Context: an optimization exercise on an open-source flow, tuned for small area. The choices shown serve that exercise and are no tape-out recipe.
At most, simulation tests tie the RTL to the original design; equivalence was not proved.
The clock port is modelled as an ideal driver; clocking choices that lean on that would not hold on a real chip.
Power figures rest on the tool's default switching activity, not on a simulated workload.

==> job 3790: inputs <==
==> flow/design.v <==
module top(
    input  logic        clk,
    input  logic        SW,          
    input  logic [63:0] pattern,     
    output logic        _48b         
);
    logic reset;
    assign reset = ~SW;
    logic [63:0] ra, ry;             
    logic [5:0]  d;                  
    logic        tpar;               
    logic        pol;
    logic        fresh;
    logic        inpass;             
    logic [9:1]  L;                  
    logic        E;                  
    logic [7:0]  R0;                 
    assign pol = ~tpar;
    logic ld;
    assign ld = reset & fresh;
    logic a0, a1, a7, a8, a9, a15;
    assign a0  = ra[0]  ^ pol;
    assign a1  = ra[1]  ^ pol;
    assign a7  = ra[7]  ^ pol;
    assign a8  = ra[8]  ^ pol;
    assign a9  = ra[9]  ^ pol;
    assign a15 = ra[15] ^ pol;
    logic h_alive;                   
    logic t1, t7, t8, t9, t15;       
    assign h_alive = a0  & (ry[0]  | fresh);
    assign t1      = a1  & (ry[1]  | fresh);
    assign t7      = a7  & (ry[7]  | fresh);
    assign t8      = a8  & (ry[8]  | fresh);
    assign t9      = a9  & (ry[9]  | fresh);
    assign t15     = a15 & (ry[15] | fresh);
    logic c0, c7, r0, r7;
    assign c0 = (d[2:0] == 3'd0);
    assign c7 = (d[2:0] == 3'd7);
    assign r0 = (d[5:3] == 3'd0);
    assign r7 = (d[5:3] == 3'd7);
    logic cl1, cl2, cr1, cr2, cm;
    assign cl1 = c0 ? t7 : L[9];
    assign cl2 = r7 ? R0[0] : (c0 ? t15 : t7);
    assign cr1 = c7 ? E : t1;
    assign cr2 = r7 ? R0[6] : (c7 ? t1 : t9);
    assign cm  = r7 ? R0[7] : t8;
    logic u0, u1, b0, b1, s0, s1, z0, z1, one;
    assign {u1, u0} = L[1] + cl1 + cl2;
    assign {b1, b0} = L[7] + cr1 + cr2;
    assign {s1, s0} = L[8] + cm;
    assign {z1, z0} = u0 + b0 + s0;
    assign one = ((z1 ^ u1) & ~(b1 | s1)) | ((b1 ^ s1) & ~(z1 | u1));
    logic h_dead1, h_dead2, new_alive, new_a, new_y;
    assign h_dead1   = ~a0 & ry[0] & ~fresh;
    assign h_dead2   = a0 & ~ry[0] & ~fresh;
    assign new_alive = one & (z0 | h_alive);
    assign new_a     = new_alive | h_dead1;
    assign new_y     = new_alive | h_alive;
    always_ff @(posedge clk) begin
        for (int k = 0; k < 63; k++)
            ra[k] <= ~((ld | ra[k+1]) & (SW | pattern[k]));
        ra[63] <= ~((ld | (inpass ? new_a ^ pol : ra[0])) & (SW | pattern[63]));
        ry <= {inpass ? new_y : ry[0], ry[63:1]};
        L  <= {L[8:1], h_alive};
        if (c0) E <= L[8];
        R0 <= {R0[6:0], r0 ? h_alive : R0[7]};
    end
    logic [2:0] m;
    logic       sh, sd;
    logic [4:0] w;
    logic       idle;                
    logic [2:0] blk;
    logic       N, CB;
    logic mend, we, wlast, slot_end, half_end, frame_end, idle_end, enter_gap;
    assign mend      = m[2] & ~m[1];
    assign we        = mend & ~sh & ~sd;
    assign idle      = ~(blk[2] & blk[1]);
    assign wlast     = we & (w == 5'd31);
    assign slot_end  = wlast & ~idle;
    assign half_end  = wlast & (d[4:0] == 5'd0);
    assign frame_end = slot_end & half_end & blk[0];
    assign idle_end  = wlast & blk[2] & ~blk[1];
    assign enter_gap = (slot_end & ~frame_end) | idle_end;
    logic restart;
    assign restart = idle_end | reset;
    always_ff @(posedge clk) begin
        m <= reset ? 3'b011 : enter_gap ? 3'b110 : {m[1], m[0], ~(m[2] | m[1])};
        if (reset) begin
            sh <= 1'b0; sd <= 1'b0;
        end else if (mend) begin
            sh <= ~sh & ~sd & ~enter_gap;
            sd <= sh;
        end
        w <= (reset | enter_gap) ? 5'd7 : w + {4'd0, we};
        blk <= restart ? 3'd6 : blk + {2'd0, (wlast & idle) | half_end};
        d <= reset ? 6'd63 : d + {5'd0, ~enter_gap};
        tpar <= ~(reset | tpar);
    end
    always_ff @(posedge clk) begin
        if (reset) begin
            inpass <= 1'b0; fresh <= 1'b1;
        end else if (d == 6'd63) begin
            inpass <= (blk == 3'd0) & (w[4:2] == 3'b001);
            if (inpass) fresh <= 1'b0;
        end
    end
    logic n_in;
    always_comb begin
        case (w[4:3])
            2'd1: n_in = h_dead2;        
            2'd2: n_in = h_dead1;        
            2'd3: n_in = t1;             
            default: n_in = h_alive;     
        endcase
    end
    always_ff @(posedge clk) begin
        if (d == 6'd63) N <= n_in;
        if (we && w[2:0] == 3'd7) CB <= N;
    end
    assign _48b = ~idle & (sh | (sd & CB));
endmodule
==> flow/flow/run.sh <==
#!/bin/bash
# The standard layout (standard.sh) with these changes:
# - synthesis maps the logic with an area-oriented ABC script
#   (flow/abc_area.script in place of ORFS's abc_speed.script);
# - port buffers are the smallest buffer cell;
# - the clock tree uses small buffers and no dummy loads;
# - after clock tree synthesis, spare setup slack is traded for smaller
#   cells and clock buffers that drive slow edges are upsized
#   (flow/post_cts.tcl);
# - after global routing, large repair buffers are downsized where no slew
#   or capacitance limit is then violated (flow/post_grt.tcl).
set -euo pipefail
here=$(pwd)
rm -rf "$here/scripts_area"
cp -r "$FLOW_HOME/scripts" "$here/scripts_area"
cp "$here/flow/abc_area.script" "$here/scripts_area/abc_speed.script"
SCRIPTS_DIR="$here/scripts_area" bash standard.sh synth > synth.log 2>&1
export BUFFER_PORTS_ARGS="-buffer_cell sky130_fd_sc_hd__buf_1"
export CTS_ARGS="-sink_clustering_enable -repair_clock_nets -dont_use_dummy_load -buf_list sky130_fd_sc_hd__clkbuf_4"
export POST_CTS_TCL="$here/flow/post_cts.tcl"
export POST_GLOBAL_ROUTE_TCL="$here/flow/post_grt.tcl"
bash standard.sh > standard.log 2>&1
==> flow/flow/abc_area.script <==
&get -n
&st
&dch
&nf -R 1000
&put
==> flow/flow/post_cts.tcl <==
# After clock tree synthesis: trade the ample setup slack for smaller cells,
# then upsize the clock buffers whose flip-flop loads would see a slow edge.
estimate_parasitics -placement
repair_timing -recover_power 100 -setup_margin 1.0
set upsized 0
foreach inst [get_cells clkbuf*] {
  if { [get_property $inst ref_name] != "sky130_fd_sc_hd__clkbuf_4" } { continue }
  set net [get_nets -of_objects [get_pins [get_full_name $inst]/X]]
  set worst 0
  foreach p [get_pins -of_objects $net -filter "direction == input"] {
    foreach prop {slew_max_rise slew_max_fall} {
      set s [get_property $p $prop]
      if { $s > $worst } { set worst $s }
    }
  }
  if { $worst > 0.122 } {
    puts "post_cts: upsizing [get_full_name $inst] (worst load slew $worst ns)"
    replace_cell $inst sky130_fd_sc_hd__clkbuf_8
    incr upsized
  }
}
detailed_placement
check_placement -verbose
estimate_parasitics -placement
==> flow/flow/post_grt.tcl <==
# After global routing and its repairs: try smaller sizes for the large
# signal buffers the repairs inserted, keeping a size only if no slew or
# capacitance limit is then violated.
proc my_violations {} {
  return [expr {[sta::max_slew_violation_count] + [sta::max_capacitance_violation_count]}]
}
estimate_parasitics -global_routing
set base [my_violations]
foreach inst [get_cells *] {
  set ref [get_property $inst ref_name]
  if { ![regexp {^sky130_fd_sc_hd__(buf|bufbuf)_(6|8|12|16)$} $ref] } { continue }
  set name [get_full_name $inst]
  if { [string match clk* $name] } { continue }
  foreach smaller {sky130_fd_sc_hd__buf_2 sky130_fd_sc_hd__buf_4} {
    replace_cell $inst $smaller
    estimate_parasitics -global_routing
    if { [my_violations] <= $base } {
      puts "post_grt: $name $ref -> $smaller"
      break
    }
    replace_cell $inst $ref
    estimate_parasitics -global_routing
  }
}
==> flow/standard.sh <==
#!/bin/bash
# synth_recipe.tcl (not shown) runs the flow's synth.tcl, then flattens the netlist and writes it again
# the make line also repeats each setting of config.mk as NAME=value (left out here)
make -C /OpenROAD-flow-scripts/flow DESIGN_CONFIG=/design/flow/config.mk WORK_HOME=/design/flow/orfs CLKGATE_MAP_FILE= SYNTH_SCRIPT=/design/flow/synth_recipe.tcl "${@:-finish}"
==> flow/config.mk <==
export PLATFORM = sky130hd
export DESIGN_NAME = top
export DESIGN_NICKNAME = top
export VERILOG_FILES = /design/flow/design.v
export SDC_FILE = /design/flow/constraint.sdc
export NUM_CORES = 4
export LEC_CHECK = 0
export CAP_MARGIN = 20
export CORE_MARGIN = 2
export CORE_UTILIZATION = 40
export SLEW_MARGIN = 20
==> flow/constraint.sdc <==
create_clock -name core_clock -period 10.0 [get_ports {clk}]
set_input_delay 2.0000 -clock core_clock [delete_from_list [all_inputs] [get_ports {clk}]]
set_output_delay 2.0000 -clock core_clock [all_outputs]
set_load 0.01 [all_outputs]
==> job 7500: changes against job 3790 <==
==> flow/design.v (replaced) <==
module top(
    input  logic        clk,
    input  logic        SW,          
    input  logic [63:0] pattern,     
    output logic        _48b         
);
    logic reset;
    assign reset = ~SW;
    logic [63:0] ra, ry;             
    logic [5:0]  d;                  
    logic        tpar;               
    logic        pol;
    logic        fresh;
    logic        inpass;             
    logic [9:1]  L;                  
    logic        E;                  
    logic [7:0]  R0;                 
    assign pol = ~tpar;
    logic ld;
    assign ld = reset & fresh;
    logic a0, a1, a7, a8, a9, a15;
    assign a0  = ra[0]  ^ pol;
    assign a1  = ra[1]  ^ pol;
    assign a7  = ra[7]  ^ pol;
    assign a8  = ra[8]  ^ pol;
    assign a9  = ra[9]  ^ pol;
    assign a15 = ra[15] ^ pol;
    logic h_alive;                   
    logic t1, t7, t8, t9, t15;       
    assign h_alive = a0  & (ry[0]  | fresh);
    assign t1      = a1  & (ry[1]  | fresh);
    assign t7      = a7  & (ry[7]  | fresh);
    assign t8      = a8  & (ry[8]  | fresh);
    assign t9      = a9  & (ry[9]  | fresh);
    assign t15     = a15 & (ry[15] | fresh);
    logic c0, c7, r0, r7;
    assign c0 = (d[2:0] == 3'd0);
    assign c7 = (d[2:0] == 3'd7);
    assign r0 = (d[5:3] == 3'd0);
    assign r7 = (d[5:3] == 3'd7);
    logic nul, nu, nur, nl, nr, ndl, nd, ndr;
    assign nul = c0 ? L[1]  : L[9];
    assign nu  = L[8];
    assign nur = c7 ? E     : L[7];
    assign nl  = c0 ? t7    : L[1];
    assign nr  = c7 ? L[7]  : t1;
    assign ndl = r7 ? R0[0] : (c0 ? t15 : t7);
    assign nd  = r7 ? R0[7] : t8;
    assign ndr = r7 ? R0[6] : (c7 ? t1 : t9);
    logic [3:0] n;
    assign n = nul + nu + nur + nl + nr + ndl + nd + ndr;
    logic h_dead1, h_dead2, new_alive, new_a, new_y;
    assign h_dead1   = ~a0 & ry[0] & ~fresh;
    assign h_dead2   = a0 & ~ry[0] & ~fresh;
    assign new_alive = (n[3:1] == 3'b001) & (n[0] | h_alive);
    assign new_a     = new_alive | h_dead1;
    assign new_y     = new_alive | h_alive;
    always_ff @(posedge clk) begin
        for (int k = 0; k < 63; k++)
            ra[k] <= ~((ld | ra[k+1]) & (SW | pattern[k]));
        ra[63] <= ~((ld | (inpass ? new_a ^ pol : ra[0])) & (SW | pattern[63]));
        ry <= {inpass ? new_y : ry[0], ry[63:1]};
        L  <= {L[8:1], h_alive};
        if (c0) E <= L[8];
        R0 <= {R0[6:0], (inpass & r0) ? h_alive : R0[7]};
    end
    logic [3:0] ph;                  
    logic       sh, sd;
    logic [4:0] w;
    logic       idle, fpar;
    logic [2:0] blk;
    logic       N, CB;
    logic we, wlast, slot_end, frame_end, idle_end, enter_gap;
    assign we        = (ph == 4'd1);
    assign sh        = (ph == 4'd2) | (ph == 4'd4) | (ph == 4'd9) | (ph == 4'd3) | (ph == 4'd6);
    assign sd        = (ph == 4'd13) | (ph == 4'd10) | (ph == 4'd5) | (ph == 4'd11) | (ph == 4'd7);
    assign wlast     = we & (w == 5'd31);
    assign slot_end  = wlast & ~idle;
    assign frame_end = slot_end & (d[4:0] == 5'd1) & (d[5] == fpar);
    assign idle_end  = wlast & idle & blk[2];
    assign enter_gap = (slot_end & ~frame_end) | idle_end;
    always_ff @(posedge clk) begin
        if (reset) begin
            ph <= 4'd1; w <= 5'd31;
            idle <= 1'b1; blk <= 3'd4; fpar <= 1'b0; d <= 6'd0; tpar <= 1'b0;
        end else begin
            ph <= enter_gap ? 4'd8 : {ph[2:0], ph[3] ^ ph[2]};
            if (we) w <= enter_gap ? 5'd7 : w + 5'd1;
            if (frame_end) begin
                idle <= 1'b1; fpar <= ~fpar;
            end else if (idle_end) begin
                idle <= 1'b0; blk <= 3'd0;
            end else if (wlast && idle) blk <= blk + 3'd1;
            if (!slot_end) d <= d + 6'd1;
            tpar <= ~tpar;
        end
    end
    always_ff @(posedge clk) begin
        if (reset) begin
            inpass <= 1'b0; fresh <= 1'b1;
        end else if (d == 6'd63) begin
            inpass <= idle & (blk == 3'd0) & (w[4:2] == 3'b001);
            if (inpass) fresh <= 1'b0;
        end
    end
    logic n_in;
    always_comb begin
        if (idle) n_in = h_alive;
        else case (w[4:3])
            2'd1: n_in = h_dead2;        
            2'd2: n_in = h_dead1;        
            2'd3: n_in = t1;             
            default: n_in = h_alive;     
        endcase
    end
    always_ff @(posedge clk) begin
        if (d == 6'd0) N <= n_in;
        if (we && w[2:0] == 3'd7) CB <= N;
    end
    assign _48b = ~idle & (sh | (sd & CB));
endmodule
==> flow/flow/run.sh (replaced) <==
#!/bin/bash
# Standard layout, with the port buffers made of the smallest buffer cell,
# a clock tree of small buffers without dummy loads, and the clock buffers
# that drive slow edges upsized after clock tree synthesis.
set -euo pipefail
here=$(pwd)
export BUFFER_PORTS_ARGS="-buffer_cell sky130_fd_sc_hd__buf_1"
export CTS_ARGS="-sink_clustering_enable -repair_clock_nets -dont_use_dummy_load -buf_list sky130_fd_sc_hd__clkbuf_4"
export POST_CTS_TCL="$here/flow/post_cts.tcl"
bash standard.sh > standard.log 2>&1
--- a/flow/flow/post_cts.tcl
+++ b/flow/flow/post_cts.tcl
@@ -1,7 +1,5 @@
-# After clock tree synthesis: trade the ample setup slack for smaller cells,
-# then upsize the clock buffers whose flip-flop loads would see a slow edge.
+# Upsize the clock buffers whose flip-flop loads would see a slow clock edge.
 estimate_parasitics -placement
-repair_timing -recover_power 100 -setup_margin 1.0
 set upsized 0
 foreach inst [get_cells clkbuf*] {
   if { [get_property $inst ref_name] != "sky130_fd_sc_hd__clkbuf_4" } { continue }
@@ -19,6 +17,8 @@
     incr upsized
   }
 }
-detailed_placement
-check_placement -verbose
-estimate_parasitics -placement
+if { $upsized > 0 } {
+  detailed_placement
+  check_placement -verbose
+  estimate_parasitics -placement
+}
removed: flow/flow/abc_area.script
removed: flow/flow/post_grt.tcl
==> job 312: changes against job 3790 <==
--- a/flow/design.v
+++ b/flow/design.v
@@ -10,14 +10,18 @@
     logic [5:0]  d;                  
     logic        tpar;               
     logic        pol;
-    logic        fresh;
+    logic        F;                  
+    logic        idle;               
+    logic        fresh;              
     logic        inpass;             
+    assign fresh  = F & ~idle;
+    assign inpass = F & idle;
     logic [9:1]  L;                  
-    logic        E;                  
     logic [7:0]  R0;                 
+    logic        CB;                 
     assign pol = ~tpar;
     logic ld;
-    assign ld = reset & fresh;
+    assign ld = reset & F;
     logic a0, a1, a7, a8, a9, a15;
     assign a0  = ra[0]  ^ pol;
     assign a1  = ra[1]  ^ pol;
@@ -28,11 +32,11 @@
     logic h_alive;                   
     logic t1, t7, t8, t9, t15;       
     assign h_alive = a0  & (ry[0]  | fresh);
-    assign t1      = a1  & (ry[1]  | fresh);
-    assign t7      = a7  & (ry[7]  | fresh);
-    assign t8      = a8  & (ry[8]  | fresh);
-    assign t9      = a9  & (ry[9]  | fresh);
-    assign t15     = a15 & (ry[15] | fresh);
+    assign t1      = a1  & ry[1];
+    assign t7      = a7  & ry[7];
+    assign t8      = a8  & ry[8];
+    assign t9      = a9  & ry[9];
+    assign t15     = a15 & ry[15];
     logic c0, c7, r0, r7;
     assign c0 = (d[2:0] == 3'd0);
     assign c7 = (d[2:0] == 3'd7);
@@ -41,7 +45,7 @@
     logic cl1, cl2, cr1, cr2, cm;
     assign cl1 = c0 ? t7 : L[9];
     assign cl2 = r7 ? R0[0] : (c0 ? t15 : t7);
-    assign cr1 = c7 ? E : t1;
+    assign cr1 = c7 ? CB : t1;
     assign cr2 = r7 ? R0[6] : (c7 ? t1 : t9);
     assign cm  = r7 ? R0[7] : t8;
     logic u0, u1, b0, b1, s0, s1, z0, z1, one;
@@ -51,8 +55,8 @@
     assign {z1, z0} = u0 + b0 + s0;
     assign one = ((z1 ^ u1) & ~(b1 | s1)) | ((b1 ^ s1) & ~(z1 | u1));
     logic h_dead1, h_dead2, new_alive, new_a, new_y;
-    assign h_dead1   = ~a0 & ry[0] & ~fresh;
-    assign h_dead2   = a0 & ~ry[0] & ~fresh;
+    assign h_dead1   = ~a0 & ry[0];
+    assign h_dead2   = a0 & ~ry[0];
     assign new_alive = one & (z0 | h_alive);
     assign new_a     = new_alive | h_dead1;
     assign new_y     = new_alive | h_alive;
@@ -60,17 +64,15 @@
         for (int k = 0; k < 63; k++)
             ra[k] <= ~((ld | ra[k+1]) & (SW | pattern[k]));
         ra[63] <= ~((ld | (inpass ? new_a ^ pol : ra[0])) & (SW | pattern[63]));
-        ry <= {inpass ? new_y : ry[0], ry[63:1]};
+        ry <= {inpass ? new_y : fresh ? a0 : ry[0], ry[63:1]};
         L  <= {L[8:1], h_alive};
-        if (c0) E <= L[8];
         R0 <= {R0[6:0], r0 ? h_alive : R0[7]};
     end
     logic [2:0] m;
     logic       sh, sd;
     logic [4:0] w;
-    logic       idle;                
     logic [2:0] blk;
-    logic       N, CB;
+    logic       N;
     logic mend, we, wlast, slot_end, half_end, frame_end, idle_end, enter_gap;
     assign mend      = m[2] & ~m[1];
     assign we        = mend & ~sh & ~sd;
@@ -98,11 +100,10 @@
     end
     always_ff @(posedge clk) begin
         if (reset) begin
-            inpass <= 1'b0; fresh <= 1'b1;
-        end else if (d == 6'd63) begin
-            inpass <= (blk == 3'd0) & (w[4:2] == 3'b001);
-            if (inpass) fresh <= 1'b0;
-        end
+            F <= 1'b1;
+        end else if (idle) begin
+            if (d == 6'd63) F <= (blk == 3'd0) & (w[4:2] == 3'b001);
+        end else if (wlast) F <= 1'b0;
     end
     logic n_in;
     always_comb begin
@@ -115,7 +116,9 @@
     end
     always_ff @(posedge clk) begin
         if (d == 6'd63) N <= n_in;
-        if (we && w[2:0] == 3'd7) CB <= N;
+        if (inpass) begin
+            if (c0) CB <= L[8];
+        end else if (we && w[2:0] == 3'd7) CB <= N;
     end
     assign _48b = ~idle & (sh | (sd & CB));
 endmodule
--- a/flow/flow/run.sh
+++ b/flow/flow/run.sh
@@ -1,7 +1,8 @@
 #!/bin/bash
 # The standard layout (standard.sh) with these changes:
 # - synthesis maps the logic with an area-oriented ABC script
-#   (flow/abc_area.script in place of ORFS's abc_speed.script);
+#   (flow/abc_area.script in place of ORFS's abc_speed.script), with no
+#   separate adder mapping (ADDER_MAP_FILE empty);
 # - port buffers are the smallest buffer cell;
 # - the clock tree uses small buffers and no dummy loads;
 # - after clock tree synthesis, spare setup slack is traded for smaller
@@ -14,7 +15,7 @@
 rm -rf "$here/scripts_area"
 cp -r "$FLOW_HOME/scripts" "$here/scripts_area"
 cp "$here/flow/abc_area.script" "$here/scripts_area/abc_speed.script"
-SCRIPTS_DIR="$here/scripts_area" bash standard.sh synth > synth.log 2>&1
+ADDER_MAP_FILE= SCRIPTS_DIR="$here/scripts_area" bash standard.sh synth > synth.log 2>&1
 export BUFFER_PORTS_ARGS="-buffer_cell sky130_fd_sc_hd__buf_1"
 export CTS_ARGS="-sink_clustering_enable -repair_clock_nets -dont_use_dummy_load -buf_list sky130_fd_sc_hd__clkbuf_4"
 export POST_CTS_TCL="$here/flow/post_cts.tcl"
--- a/flow/flow/post_cts.tcl
+++ b/flow/flow/post_cts.tcl
@@ -13,7 +13,7 @@
       if { $s > $worst } { set worst $s }
     }
   }
-  if { $worst > 0.122 } {
+  if { $worst > 0.127 } {
     puts "post_cts: upsizing [get_full_name $inst] (worst load slew $worst ns)"
     replace_cell $inst sky130_fd_sc_hd__clkbuf_8
     incr upsized
--- a/flow/config.mk
+++ b/flow/config.mk
@@ -7,5 +7,5 @@
 export LEC_CHECK = 0
 export CAP_MARGIN = 20
 export CORE_MARGIN = 2
-export CORE_UTILIZATION = 40
+export CORE_UTILIZATION = 70
 export SLEW_MARGIN = 20
==> run notes <==
The highest sequential power belongs to job 3790, the lowest to job 312. Between job 3790 and job 7500, the lower worst hold slack is in job 7500 (gap 0.024 ns). Maximum frequency: job 312 is larger than job 3790 (20%). The lowest clock skew belongs to job 7500, the highest to job 312. The highest sequential share of layout area belongs to job 312, the lowest to job 7500.
For job 7500, only the layout was checked, not whether the RTL still works.

## what the ideal ports hide
No port has a modelled driver above. Below, the same layouts with a new extraction and two added sets of constraints. Step 1 assumes that a clkbuf_16 drives the clock port and a buf_2 every other input. Step 2 adds t to the input delays and takes it off the output delays; t is the mean of the earliest and latest rising clock arrival at the registers after step 1. Input paths then give back, and output paths get back, about the clock's delay inside the block. Three values: ideal, step 1, step 2; two values: the first two.
| run | t, ns | slack for setup (ns) | worst setup path at the end | worst data-port slew with drivers (ns) | cell pins on the clock port's net |
|---|---|---|---|---|---|
| job 3790 | 0.429 | 5.931 / 5.940 / 5.511 | input to register | 0.05 | 1 |
| job 7500 | 0.433 | 5.391 / 5.391 / 5.391 | register to register | 0.04 | 1 |
| job 312 | 0.414 | 6.613 / 6.623 / 6.209 | input to register | 0.05 | 1 |
After both steps setup and hold are still met in every run listed. The setup slack of job 3790, which loses most, moves by +0.009 ns with the drivers and by -0.420 ns with both steps.
